This is an optimization exercise on Yosys and OpenROAD, whose aim is small area and a short achievable clock period, not a production implementation.
In this exercise RTL edits were held to simulation tests only and were not proved equivalent to the original.

`flow/config.mk`:
```
export PLATFORM = sky130hd
export DESIGN_NAME = conv_calc_5ks
export DESIGN_NICKNAME = conv_calc_5ks
export VERILOG_FILES = /design/flow/design.v
export SDC_FILE = /design/flow/constraint.sdc
export NUM_CORES = 4
export LEC_CHECK = 0
export CAP_MARGIN = 20
export CORE_MARGIN = 2
export CORE_UTILIZATION = 40
export SLEW_MARGIN = 20
```
`flow/constraint.sdc`:
```
create_clock -name core_clock -period 14.0 [get_ports {clk}]
set_input_delay 2.8000 -clock core_clock [delete_from_list [all_inputs] [get_ports {clk}]]
set_output_delay 2.8000 -clock core_clock [all_outputs]
set_load 0.01 [all_outputs]
```
`flow/design.v`:
```
`timescale 1ns / 1ps
module bit_shifter_1(
	input         clk,
	input         rst,
	input         i_skip,
	input  [3:0]  i_weight,
	input  [7:0]  i_activation,
	output [14:0] o_bit_shifted 
);
reg [13:0] r_bit_shifted;
reg        r_sign;
always @(posedge clk or posedge rst) begin
	if(rst) begin
		r_bit_shifted <= 14'd0;
		r_sign        <=  1'd0;
	end else begin
		if(i_skip) begin
			r_sign        <= 1'd0;
			r_bit_shifted <= 14'd0;
		end else begin
			case (i_weight [2:0])  
				3'd1    : r_bit_shifted <= {6'd0, i_activation      };
				3'd2    : r_bit_shifted <= {5'd0, i_activation, 1'd0};
				3'd3    : r_bit_shifted <= {4'd0, i_activation, 2'd0};
				3'd4    : r_bit_shifted <= {3'd0, i_activation, 3'd0};
				3'd5    : r_bit_shifted <= {2'd0, i_activation, 4'd0};
				3'd6    : r_bit_shifted <= {1'd0, i_activation, 5'd0};
				3'd7    : r_bit_shifted <= {      i_activation, 6'd0};
				default : r_bit_shifted <= 14'd0;
			endcase
			r_sign <= (i_weight[3]) ? 1'd1 : 1'd0;
		end
	end
end
assign o_bit_shifted = (r_sign) ? {r_sign, ~(r_bit_shifted)} + 1'd1 : {r_sign, r_bit_shifted};
endmodule
`timescale 1ns / 1ps
module pe_1(
    input clk,
    input rst,
    input  [3:0]  i_weight,
    input  [7:0]  i_activation,
    output [14:0] o_calculated
);
wire   w_skip;
assign w_skip    = ((!(i_activation[0]|
                       i_activation[1]|
                       i_activation[2]|
                       i_activation[3]|
                       i_activation[4]|
                       i_activation[5]|
                       i_activation[6]|
                       i_activation[7])) |
                   (!(i_weight[0]|
                      i_weight[1]|
                      i_weight[2]|
                      i_weight[3])));
bit_shifter_1 u_bit_shifter_1(
    .clk           (clk),
    .rst           (rst),
    .i_skip        (w_skip), 
	.i_weight      (i_weight),
	.i_activation  (i_activation),
	.o_bit_shifted (o_calculated)
);
endmodule
module conv_calc_5ks(
	valid_in, clk, rst,
	out_data_0, out_data_1, out_data_2, out_data_3, out_data_4,
	out_data_5, out_data_6, out_data_7, out_data_8, out_data_9,
	out_data_10, out_data_11, out_data_12, out_data_13, out_data_14,
	out_data_15, out_data_16, out_data_17, out_data_18, out_data_19,
	out_data_20, out_data_21, out_data_22, out_data_23, out_data_24,
    out_weight_0, out_weight_1,out_weight_2,out_weight_3,out_weight_4,out_weight_5,out_weight_6,
    out_weight_7,out_weight_8,out_weight_9,out_weight_10,out_weight_11,out_weight_12,out_weight_13,
    out_weight_14,out_weight_15,out_weight_16,out_weight_17,out_weight_18,out_weight_19,out_weight_20,
    out_weight_21,out_weight_22,out_weight_23,out_weight_24,out_weight_25,out_weight_26,out_weight_27,
    out_weight_28,out_weight_29,out_weight_30,out_weight_31,out_weight_32,out_weight_33,out_weight_34,
    out_weight_35,out_weight_36,out_weight_37,out_weight_38,out_weight_39,out_weight_40,out_weight_41,
    out_weight_42,out_weight_43,out_weight_44,out_weight_45,out_weight_46,out_weight_47,out_weight_48,
    out_weight_49,out_weight_50,out_weight_51,out_weight_52,out_weight_53,out_weight_54,out_weight_55,
    out_weight_56,out_weight_57,out_weight_58,out_weight_59,out_weight_60,out_weight_61,out_weight_62,
    out_weight_63,out_weight_64,out_weight_65,out_weight_66,out_weight_67,out_weight_68,out_weight_69,
    out_weight_70,out_weight_71,out_weight_72,out_weight_73,out_weight_74,
    bias_0, bias_1, bias_2,
	conv_out_1, conv_out_2, conv_out_3,
	valid_out
);
input valid_in, clk, rst;
input [7:0] out_data_0, out_data_1, out_data_2, out_data_3, out_data_4,
			out_data_5, out_data_6, out_data_7, out_data_8, out_data_9,
			out_data_10, out_data_11, out_data_12, out_data_13, out_data_14,
			out_data_15, out_data_16, out_data_17, out_data_18, out_data_19,
			out_data_20, out_data_21, out_data_22, out_data_23, out_data_24;
input [3:0] out_weight_0, out_weight_1,out_weight_2,out_weight_3,out_weight_4,out_weight_5,out_weight_6,
           out_weight_7,out_weight_8,out_weight_9,out_weight_10,out_weight_11,out_weight_12,out_weight_13,
           out_weight_14,out_weight_15,out_weight_16,out_weight_17,out_weight_18,out_weight_19,out_weight_20,
           out_weight_21,out_weight_22,out_weight_23,out_weight_24,out_weight_25,out_weight_26,out_weight_27,
           out_weight_28,out_weight_29,out_weight_30,out_weight_31,out_weight_32,out_weight_33,out_weight_34,
           out_weight_35,out_weight_36,out_weight_37,out_weight_38,out_weight_39,out_weight_40,out_weight_41,
           out_weight_42,out_weight_43,out_weight_44,out_weight_45,out_weight_46,out_weight_47,out_weight_48,
           out_weight_49,out_weight_50,out_weight_51,out_weight_52,out_weight_53,out_weight_54,out_weight_55,
           out_weight_56,out_weight_57,out_weight_58,out_weight_59,out_weight_60,out_weight_61,out_weight_62,
           out_weight_63,out_weight_64,out_weight_65,out_weight_66,out_weight_67,out_weight_68,out_weight_69,
           out_weight_70,out_weight_71,out_weight_72,out_weight_73,out_weight_74;
input [7:0] bias_0, bias_1, bias_2;			
output signed [11:0] conv_out_1;
output signed [11:0] conv_out_2;
output signed [11:0] conv_out_3;
output reg valid_out;
reg [7:0] r_bias_0, r_bias_1, r_bias_2;
always @(posedge clk or posedge rst) begin
	if (rst) begin
		r_bias_0  <= 8'd0;
		r_bias_1  <= 8'd0;
		r_bias_2  <= 8'd0;
		valid_out <= 1'b0;
	end else begin
		r_bias_0  <= bias_0;
		r_bias_1  <= bias_1;
		r_bias_2  <= bias_2;
		valid_out <= valid_in;
	end
end
wire signed [19:0] calc_out_1;  
wire signed [19:0] calc_out_2;  
wire signed [19:0] calc_out_3;  
wire signed [11:0] exp_bias [0:2];
reg [3:0] weight_1 [0:24];
reg [3:0] weight_2 [0:24];
reg [3:0] weight_3 [0:24];
wire signed [14:0] mul_out_1 [0:24];  
wire signed [14:0] mul_out_2 [0:24];  
wire signed [14:0] mul_out_3 [0:24];  
wire [7:0] exp_data [0:24];
assign exp_data[0] = out_data_0;
assign exp_data[1] = out_data_1;
assign exp_data[2] = out_data_2;
assign exp_data[3] = out_data_3;
assign exp_data[4] = out_data_4;
assign exp_data[5] = out_data_5;
assign exp_data[6] = out_data_6;
assign exp_data[7] = out_data_7;
assign exp_data[8] = out_data_8;
assign exp_data[9] = out_data_9;
assign exp_data[10] = out_data_10;
assign exp_data[11] = out_data_11;
assign exp_data[12] = out_data_12;
assign exp_data[13] = out_data_13;
assign exp_data[14] = out_data_14;
assign exp_data[15] = out_data_15;
assign exp_data[16] = out_data_16;
assign exp_data[17] = out_data_17;
assign exp_data[18] = out_data_18;
assign exp_data[19] = out_data_19;
assign exp_data[20] = out_data_20;
assign exp_data[21] = out_data_21;
assign exp_data[22] = out_data_22;
assign exp_data[23] = out_data_23;
assign exp_data[24] = out_data_24;
assign exp_bias[0] = (r_bias_0[7] == 1) ? {4'b1111, r_bias_0} : {4'd0, r_bias_0};
assign exp_bias[1] = (r_bias_1[7] == 1) ? {4'b1111, r_bias_1} : {4'd0, r_bias_1};
assign exp_bias[2] = (r_bias_2[7] == 1) ? {4'b1111, r_bias_2} : {4'd0, r_bias_2};
pe_1 pe_1_0(clk, rst, out_weight_0, exp_data[0],  mul_out_1[0]);
pe_1 pe_1_1(clk, rst, out_weight_1, exp_data[1],  mul_out_1[1]);
pe_1 pe_1_2(clk, rst, out_weight_2, exp_data[2],  mul_out_1[2]);
pe_1 pe_1_3(clk, rst, out_weight_3, exp_data[3],  mul_out_1[3]);
pe_1 pe_1_4(clk, rst, out_weight_4, exp_data[4],  mul_out_1[4]);
pe_1 pe_1_5(clk, rst, out_weight_5, exp_data[5],  mul_out_1[5]);
pe_1 pe_1_6(clk, rst, out_weight_6, exp_data[6],  mul_out_1[6]);
pe_1 pe_1_7(clk, rst, out_weight_7, exp_data[7],  mul_out_1[7]);
pe_1 pe_1_8(clk, rst, out_weight_8, exp_data[8],  mul_out_1[8]);
pe_1 pe_1_9(clk, rst, out_weight_9, exp_data[9],  mul_out_1[9]);
pe_1 pe_1_10(clk, rst, out_weight_10, exp_data[10],  mul_out_1[10]);
pe_1 pe_1_11(clk, rst, out_weight_11, exp_data[11],  mul_out_1[11]);
pe_1 pe_1_12(clk, rst, out_weight_12, exp_data[12],  mul_out_1[12]);
pe_1 pe_1_13(clk, rst, out_weight_13, exp_data[13],  mul_out_1[13]);
pe_1 pe_1_14(clk, rst, out_weight_14, exp_data[14],  mul_out_1[14]);
pe_1 pe_1_15(clk, rst, out_weight_15, exp_data[15],  mul_out_1[15]);
pe_1 pe_1_16(clk, rst, out_weight_16, exp_data[16],  mul_out_1[16]);
pe_1 pe_1_17(clk, rst, out_weight_17, exp_data[17],  mul_out_1[17]);
pe_1 pe_1_18(clk, rst, out_weight_18, exp_data[18],  mul_out_1[18]);
pe_1 pe_1_19(clk, rst, out_weight_19, exp_data[19],  mul_out_1[19]);
pe_1 pe_1_20(clk, rst, out_weight_20, exp_data[20],  mul_out_1[20]);
pe_1 pe_1_21(clk, rst, out_weight_21, exp_data[21],  mul_out_1[21]);
pe_1 pe_1_22(clk, rst, out_weight_22, exp_data[22],  mul_out_1[22]);
pe_1 pe_1_23(clk, rst, out_weight_23, exp_data[23],  mul_out_1[23]);
pe_1 pe_1_24(clk, rst, out_weight_24, exp_data[24],  mul_out_1[24]);
pe_1 pe_2_0(clk, rst, out_weight_25, exp_data[0],  mul_out_2[0]);
pe_1 pe_2_1(clk, rst, out_weight_26, exp_data[1],  mul_out_2[1]);
pe_1 pe_2_2(clk, rst, out_weight_27, exp_data[2],  mul_out_2[2]);
pe_1 pe_2_3(clk, rst, out_weight_28, exp_data[3],  mul_out_2[3]);
pe_1 pe_2_4(clk, rst, out_weight_29, exp_data[4],  mul_out_2[4]);
pe_1 pe_2_5(clk, rst, out_weight_30, exp_data[5],  mul_out_2[5]);
pe_1 pe_2_6(clk, rst, out_weight_31, exp_data[6],  mul_out_2[6]);
pe_1 pe_2_7(clk, rst, out_weight_32, exp_data[7],  mul_out_2[7]);
pe_1 pe_2_8(clk, rst, out_weight_33, exp_data[8],  mul_out_2[8]);
pe_1 pe_2_9(clk, rst, out_weight_34, exp_data[9],  mul_out_2[9]);
pe_1 pe_2_10(clk, rst, out_weight_35, exp_data[10],  mul_out_2[10]);
pe_1 pe_2_11(clk, rst, out_weight_36, exp_data[11],  mul_out_2[11]);
pe_1 pe_2_12(clk, rst, out_weight_37, exp_data[12],  mul_out_2[12]);
pe_1 pe_2_13(clk, rst, out_weight_38, exp_data[13],  mul_out_2[13]);
pe_1 pe_2_14(clk, rst, out_weight_39, exp_data[14],  mul_out_2[14]);
pe_1 pe_2_15(clk, rst, out_weight_40, exp_data[15],  mul_out_2[15]);
pe_1 pe_2_16(clk, rst, out_weight_41, exp_data[16],  mul_out_2[16]);
pe_1 pe_2_17(clk, rst, out_weight_42, exp_data[17],  mul_out_2[17]);
pe_1 pe_2_18(clk, rst, out_weight_43, exp_data[18],  mul_out_2[18]);
pe_1 pe_2_19(clk, rst, out_weight_44, exp_data[19],  mul_out_2[19]);
pe_1 pe_2_20(clk, rst, out_weight_45, exp_data[20],  mul_out_2[20]);
pe_1 pe_2_21(clk, rst, out_weight_46, exp_data[21],  mul_out_2[21]);
pe_1 pe_2_22(clk, rst, out_weight_47, exp_data[22],  mul_out_2[22]);
pe_1 pe_2_23(clk, rst, out_weight_48, exp_data[23],  mul_out_2[23]);
pe_1 pe_2_24(clk, rst, out_weight_49, exp_data[24],  mul_out_2[24]);
pe_1 pe_3_0(clk, rst, out_weight_50, exp_data[0],  mul_out_3[0]);
pe_1 pe_3_1(clk, rst, out_weight_51, exp_data[1],  mul_out_3[1]);
pe_1 pe_3_2(clk, rst, out_weight_52, exp_data[2],  mul_out_3[2]);
pe_1 pe_3_3(clk, rst, out_weight_53, exp_data[3],  mul_out_3[3]);
pe_1 pe_3_4(clk, rst, out_weight_54, exp_data[4],  mul_out_3[4]);
pe_1 pe_3_5(clk, rst, out_weight_55, exp_data[5],  mul_out_3[5]);
pe_1 pe_3_6(clk, rst, out_weight_56, exp_data[6],  mul_out_3[6]);
pe_1 pe_3_7(clk, rst, out_weight_57, exp_data[7],  mul_out_3[7]);
pe_1 pe_3_8(clk, rst, out_weight_58, exp_data[8],  mul_out_3[8]);
pe_1 pe_3_9(clk, rst, out_weight_59, exp_data[9],  mul_out_3[9]);
pe_1 pe_3_10(clk, rst, out_weight_60, exp_data[10],  mul_out_3[10]);
pe_1 pe_3_11(clk, rst, out_weight_61, exp_data[11],  mul_out_3[11]);
pe_1 pe_3_12(clk, rst, out_weight_62, exp_data[12],  mul_out_3[12]);
pe_1 pe_3_13(clk, rst, out_weight_63, exp_data[13],  mul_out_3[13]);
pe_1 pe_3_14(clk, rst, out_weight_64, exp_data[14],  mul_out_3[14]);
pe_1 pe_3_15(clk, rst, out_weight_65, exp_data[15],  mul_out_3[15]);
pe_1 pe_3_16(clk, rst, out_weight_66, exp_data[16],  mul_out_3[16]);
pe_1 pe_3_17(clk, rst, out_weight_67, exp_data[17],  mul_out_3[17]);
pe_1 pe_3_18(clk, rst, out_weight_68, exp_data[18],  mul_out_3[18]);
pe_1 pe_3_19(clk, rst, out_weight_69, exp_data[19],  mul_out_3[19]);
pe_1 pe_3_20(clk, rst, out_weight_70, exp_data[20],  mul_out_3[20]);
pe_1 pe_3_21(clk, rst, out_weight_71, exp_data[21],  mul_out_3[21]);
pe_1 pe_3_22(clk, rst, out_weight_72, exp_data[22],  mul_out_3[22]);
pe_1 pe_3_23(clk, rst, out_weight_73, exp_data[23],  mul_out_3[23]);
pe_1 pe_3_24(clk, rst, out_weight_74, exp_data[24],  mul_out_3[24]);
assign calc_out_1 =   mul_out_1[0] + mul_out_1[1] + mul_out_1[2] + mul_out_1[3] + mul_out_1[4] 
                    + mul_out_1[5] + mul_out_1[6] + mul_out_1[7] + mul_out_1[8] + mul_out_1[9]
                    + mul_out_1[10] + mul_out_1[11] + mul_out_1[12] + mul_out_1[13] + mul_out_1[14]
                    + mul_out_1[15] + mul_out_1[16] + mul_out_1[17] + mul_out_1[18] + mul_out_1[19] 
                    + mul_out_1[20] + mul_out_1[21] + mul_out_1[22] + mul_out_1[23] + mul_out_1[24];
assign calc_out_2 =   mul_out_2[0] + mul_out_2[1] + mul_out_2[2] + mul_out_2[3] + mul_out_2[4] 
                    + mul_out_2[5] + mul_out_2[6] + mul_out_2[7] + mul_out_2[8] + mul_out_2[9] 
                    + mul_out_2[10] + mul_out_2[11] + mul_out_2[12] + mul_out_2[13] + mul_out_2[14] 
                    + mul_out_2[15] + mul_out_2[16] + mul_out_2[17] + mul_out_2[18] + mul_out_2[19] 
                    + mul_out_2[20] + mul_out_2[21] + mul_out_2[22] + mul_out_2[23] + mul_out_2[24];
assign calc_out_3 =   mul_out_3[0] + mul_out_3[1] + mul_out_3[2] + mul_out_3[3] + mul_out_3[4] 
                    + mul_out_3[5] + mul_out_3[6] + mul_out_3[7] + mul_out_3[8] + mul_out_3[9] 
                    + mul_out_3[10] + mul_out_3[11] + mul_out_3[12] + mul_out_3[13] + mul_out_3[14] 
                    + mul_out_3[15] + mul_out_3[16] + mul_out_3[17] + mul_out_3[18] + mul_out_3[19] 
                    + mul_out_3[20] + mul_out_3[21] + mul_out_3[22] + mul_out_3[23] + mul_out_3[24];	
assign conv_out_1 = calc_out_1[19:8] + exp_bias[0];  
assign conv_out_2 = calc_out_2[19:8] + exp_bias[1];
assign conv_out_3 = calc_out_3[19:8] + exp_bias[2];
endmodule
```
`flow/run.sh`:
```
#!/bin/bash
# synth_recipe.tcl (not shown) runs the flow's synth.tcl, then flattens the netlist and writes it again
# the make line also repeats each setting of config.mk as NAME=value (left out here)
make -C /OpenROAD-flow-scripts/flow DESIGN_CONFIG=/design/flow/config.mk WORK_HOME=/design/flow/orfs CLKGATE_MAP_FILE= SYNTH_SCRIPT=/design/flow/synth_recipe.tcl finish
```
==> flow_summary.toml <==
[worst_hold_path]
hp-class = "in -> async"

[layout]
fillers = 25640
drive_above_1_share_pct = 5.004
area_growth_pct = 11.80
nets = 13720

[global_route]
grt_pass1_vias = 86630
overflow = 0
grt_max_degree = 170
grt_pass1_wl_um = 615200
track_usage_pct = 31.20
antenna_found_initial = 57

[flow_run]
drv_cap = 0

[routing]
drtIter0Drc = 9081
wl_per_cell_um = 27.68
ant_nets = 0
wirelength_um = 432100
vias_per_cell = 5.641
drc = 0
dr.pass1.iters = 7
via_count = 88050

[setup_path]
critPathMaxStageDelay_ps = 810
cp_max_fo = 5
cp.arrival_ps = 10760
cp.required_ps = 11200
crit_top_cell = "fa_1"
start_kind = "flop"
cp_slowest_cell = "fa_1"
cp-end-kind = "primary output"
critPathKind = "reg -> out"

[timing]
slew_violations = 0
holdWs_ps = 2390
setup_viol = 0
tightestPinTransition_ps = 1103
slew_headroom_pct = 26.20
fmax_mhz = 73.75
layout_min_cycle_time_ps = 13560
finalHoldViolCount = 0
fin_crit_sh_pct = 96.85

[clock_tree]
cts_hold_buf = 0
clk_path_buf_depth = 3
cts_tree = "yes"
cts_buffers = 144
post-cts-setup-buffers = 0
cts_max_level = 4
clock_sinks = 1150
clk_pin_slew_ps = 60
cts_resized = 0
cts-root-buf = "clkbuf_16"

[yosys]
synthFlopType = "dfrtp_1"
synth_cells = 11900
yosys.area.top_type = "dfrtp_1"
synth_area_sq_mm = 0.1080
synth_top_area_share_pct = 26.66
ys_warn_count = 2
yosysSeqAreaShare_pct = 26.66
synth_nets = 13690
avgSynthCellArea_sq_um = 9.076
synth-edff-count = 0
synthDistinctLibCells = 73
yosys-top-cells-area = "dfrtp_1 27%, fa_1 20%, nand2_1 5.2%"
yosys_register_bits = 1150
ys_async_sr_fraction_pct = 100.0

[placed_design]
place_hpwl_um = 356800
place_congestion = 1.032
io_buffer_count = 563

[floorplanning]
rows = 190
start_util_pct = 40.26
coreArea_sq_mm = 0.2682
die_y_um = 523.5
die_area_sq_mm = 0.2741
die_x_um = 523.5
io_pins = 564

[run_status]
status = "timing/DRC/antenna clean"
## synth_stat cells, types with 38 or more instances
library cell	instances
nor4_1	104
mux2i_1	496
nor2b_1	221
a21o_1	77
o31ai_1	196
o21a_1	43
o21ai_0	892
nor3_1	59
o211ai_1	74
and3_1	45
or3_1	146
o32ai_1	38
fa_1	1080
nand3_1	154
and2_1	124
o41ai_1	101
a22oi_1	153
mux2_2	235
clkbuf_1	632
inv_1	1297
or4_1	63
nand2_1	1508
nor2_1	555
a211oi_1	63
o22ai_1	77
xor2_1	398
buf_1	80
xnor2_1	579
nand2b_1	247
a21oi_1	384
nand3b_1	40
ha_1	192
dfrtp_1	1150
## logic make-up (layout without fill, tap and decap cells)
group | after synthesis | in the layout | synth area share, %
fa+ha+maj | 1272 | 1272 | 22.25
xor+xnor | 977 | 977 | 7.926
flops | 1150 | 1150 | 26.66
simple gates | 3350 | 3350 | 14.60
other cells | 0 | 27 | 0
mux | 761 | 761 | 7.676
buf+inv | 2018 | 2153 | 7.017
compound gates | 2367 | 2367 | 13.87
## layer usage
metal	part of all wire [%]	GRT usage [%]	wire, um
met1	43	42.54	184600
met2	44	47.46	191400
met3	7.1	5.593	30540
met4	5.9	16.10	25450
met5	0.036	0	156
## worst max-delay path by stage
stage	startpoint	end	slack (ps)	cells after the start
global route	pe_3_18.u_bit_shifter_1.r_bit_shifted[4]	conv_out_3[11]	-9	35
global placement	pe_3_13.u_bit_shifter_1.r_bit_shifted[2]	conv_out_3[11]	920	31
CTS	pe_3_13.u_bit_shifter_1.r_bit_shifted[2]	conv_out_3[11]	40	31
detailed placement	pe_3_13.u_bit_shifter_1.r_bit_shifted[2]	conv_out_3[11]	940	31
finish	pe_3_13.u_bit_shifter_1.r_bit_shifted[2]	conv_out_3[11]	440	31
floorplan	rst	pe_1_0.u_bit_shifter_1.r_bit_shifted[0]	-4680	1
## area by class of cell
type	count	area (sq um)	share of cell area, %
inverters	1306	4906	4.065
clock inverters	70	862.1	0.7143
diodes	27	67.56	0.05598
clock buffers	189	4046	3.353
flip-flops and latches	1150	28780	23.84
well taps	3552	4444	3.682
repair buffers	588	5898	4.887
multi-input cells	8727	71690	59.40
## placed cells by master (no fill, tap or decap), drive strengths merged, types with 221 or more instances in the layout
master         count
clkdlybuf4s50    563
nor2b            221
mux2             235
xnor2            579
mux2i            496
nor2             555
xor2             398
inv             1312
nand2           1508
a21oi            385
o21ai            893
fa              1080
nand2b           247
dfrtp           1150
## metrics by stage
stage	std cells	instance area (sq um)	util, %	worst slack [ps]	TNS [ps]
finish	15610	120700	45.01	440.6	0
CTS	15580	120500	44.95	43.55	0
global placement	15320	115600	43.12	919.3	0
floorplan	11900	108000	-	-4676	-5377820
global route	15600	120700	45.00	-9.394	-9.394
detailed placement	15320	115600	43.12	936.8	0
## worst max-delay path, delay by kind of cell, from the launching register on
kind | cells | cell delay [ps]
fa+ha+maj | 9 | 4550
compound gates | 11 | 2540
xor+xnor | 4 | 920
buf+inv | 4 | 830
simple gates | 3 | 720
flops | 1 | 410

what the ideal ports hide:
In the flow no input, the clock included, has a driving cell. The finished layout below was timed again as built, in two steps. Step 1 assumes that a clkbuf_16 drives the clock port and a buf_2 every other input. Step 2 also shifts input and output timing later by t, the mid clock arrival at the registers, as if the neighbouring blocks saw the same clock. Three values: ideal ports, drivers, drivers and shift; two values: the first two.
t (ns): 0.911
slack for setup (ns): 0.441 / 0.331 / 1.242
hold slack, ns: 2.390 / 2.302 / 3.212
After both steps this run still meets setup and hold. For this run, drivers alone change the setup slack by -0.110 ns; drivers and shift together by +0.801 ns.
